From an optimization exercise on the open Yosys and OpenROAD flow, aimed at small area and a short achievable clock period; shortcuts taken in it are not production practice. Only simulation tests tie the RTL to the original design; equivalence was not proved. No activity file was given, so power comes from the tool's default toggle rates.

== run 1 ==
==> flow/design.v (excerpt) <==
module matmul(A,B,y,clk);
    input logic [31:0] A;
    input logic [31:0] B;
    output logic [31:0] y;
    input logic clk;
    logic [7:0] y00, y01, y10, y11;
    matmul_dot2 u00 (.a0(A[31:24]), .b0(B[31:24]), .a1(A[23:16]), .b1(B[15:8]), .y(y00));
    matmul_dot2 u01 (.a0(A[31:24]), .b0(B[23:16]), .a1(A[23:16]), .b1(B[7:0]),  .y(y01));
    matmul_dot2 u10 (.a0(A[15:8]),  .b0(B[31:24]), .a1(A[7:0]),   .b1(B[15:8]), .y(y10));
    matmul_dot2 u11 (.a0(A[15:8]),  .b0(B[23:16]), .a1(A[7:0]),   .b1(B[7:0]),  .y(y11));
    always_ff @(posedge clk)
        y <= {y00, y01, y10, y11};
endmodule
clock: 10.0 ns
lec_check: 0
cap_margin: 20
core_margin: 2
core_utilization: 40
cts_buf_list: sky130_fd_sc_hd__clkbuf_8
place_density: 0.75
slew_margin: 20
synth_hierarchical: 1
synth_minimum_keep_size: 0
standard.sh (not shown) runs the stock make flow with config.mk's settings and CLKGATE_MAP_FILE= SYNTH_SCRIPT=/design/flow/synth_recipe.tcl, a recipe that flattens the netlist after the stock synthesis.
==> flow/flow/run.sh <==
#!/bin/bash
# The standard layout (standard.sh) with two changes:
# - buffer_ports gives every port a sky130_fd_sc_hd__buf_6 buffer instead of the delay-buffer
#   cell it picks by default;
# - after global placement, flow/size2.tcl sets each cell that is not near-critical to the smallest drive strength
#   of its family that keeps the worst setup slack, and
#   gives the output ports buf_1 buffers.
# Each tool's full output is in the ORFS logs under orfs/logs; make's output
# is in standard.log.
set -e
export BUFFER_PORTS_ARGS="-buffer_cell sky130_fd_sc_hd__buf_6"
export POST_GLOBAL_PLACE_TCL="$(pwd)/flow/size2.tcl"
bash standard.sh  finish > standard.log 2>&1
Other scripts of this flow, unchanged in this note and not shown: flow/flow/size2.tcl
Edits applied to the flow inputs when going from run 1 to run 2:
Settings: PLACE_DENSITY removed (was 0.75); CTS_BUF_LIST changed from sky130_fd_sc_hd__clkbuf_8 to sky130_fd_sc_hd__clkbuf_4 sky130_fd_sc_hd__clkbuf_8.
### Flow results
- Run 2 completed; timing, DRC and antenna clean
- Relative to run 1, smallest hold slack has gone down in run 2.
- Looking at worst setup slack, run 2 sits 0.028 ns higher than run 1 does.
- Sort run 2 and run 1 by total met3 wirelength after detailed routing asc -> top: run 2
- Where final critical delay including setup and external delays is concerned, run 1 is outperformed by run 2.
- Going from run 1 to run 2, total power dropped about 0.36%; register bit total from synthesis saw little to no change; critical path depth moved down.
- y[23] as the worst setup path endpoint was reported by run 2, and y[31] by run 1.
- Looking at power per unit of standard cell area across run 2 and run 1, the one that comes out lower is run 2.
- Achievable frequency in run 2 is 0.66% higher than in run 1
- Summary — transition time of the tightest slew-check pin, run 2 relative to run 1: higher, by 0.0080 ns.
Setup changes, run 2 to run 3
Settings: setting CTS_CLUSTER_DIAMETER to 200 for the first time; setting CTS_CLUSTER_SIZE to 32 for the first time; changing CTS_BUF_LIST from sky130_fd_sc_hd__clkbuf_4 sky130_fd_sc_hd__clkbuf_8 to sky130_fd_sc_hd__clkbuf_8.
Findings:
- The fraction of area in registers of run 3 and that of run 2 are within noise of each other.
- The relative area of clock buffers and inverters in the final design on run 2 is in line with that on run 3.
- Hold slack of run 2 is on par with run 3.
- Design area: run 3 vs run 2 — no meaningful difference
- ~same leakage power total in run 3 and run 2
For run 4, these inputs were changed with respect to run 3:
Settings: CTS_CLUSTER_SIZE no longer set, was 32; CTS_CLUSTER_DIAMETER no longer set, was 200; CTS_BUF_LIST no longer set, was sky130_fd_sc_hd__clkbuf_8; CORE_UTILIZATION now 60, was 40; PLACE_DENSITY now 0.75, previously not set.
==> comparison <==
- On multi-input gate share of the layout cell area: between run 4 and run 3, it ends up higher for run 4.
- Taking run 3 over run 4, the total placed cells including tap cells ratio works out to 1.08.
- | setup slack | lower: run 4 |
- Diff run 4 and run 3: mean routed wirelength per cell lower in run 3
- | final core utilization | higher: run 4 |
- The final reports for run 4 and run 3 show leakage power summed over all cells higher in the former.
- Compared with run 3, in run 4 clock network power share picked up an extra 3.8 points; routed wire length picked up an extra 510 um; post-route cell area lost 23 um^2.
- Looking at the reports, run 4 completed the entire flow and the layout it produced met the timing, design-rule and antenna checks.
- Run 4 vs run 3 — placed wire-length estimate dropped about 3.5%.

[port drivers added, routing unchanged]
The results above use ideal ports. As a check the final layouts listed here were re-extracted and re-timed, cells and wires unchanged. Step 1, drivers: a clkbuf_16 drives clk and a buf_2 each remaining input, both assumed. Step 2 times the ports against the registers' clock, not the clock port: input delays grow and output delays shrink by t, the midpoint of the rising clock arrivals with the driver on. Slacks: no drivers / after step 1 / after step 2; pairs: no drivers / after step 1.
run	t (ns)	setup WS [ns]	worst setup path after step 2	worst slew at a driven data input, ns
run 1	0.329	5.661 / 5.659 / 5.330	input to register	0.06
run 2	0.345	5.689 / 5.695 / 5.351	input to register	0.07
run 3	0.345	5.694 / 5.707 / 5.363	input to register	0.07
run 4	0.312	5.618 / 5.615 / 5.302	input to register	0.04
After both steps setup and hold are still met in every run listed. For run 2, which loses most, drivers alone change the setup slack by +0.006 ns; drivers and shift together by -0.338 ns.
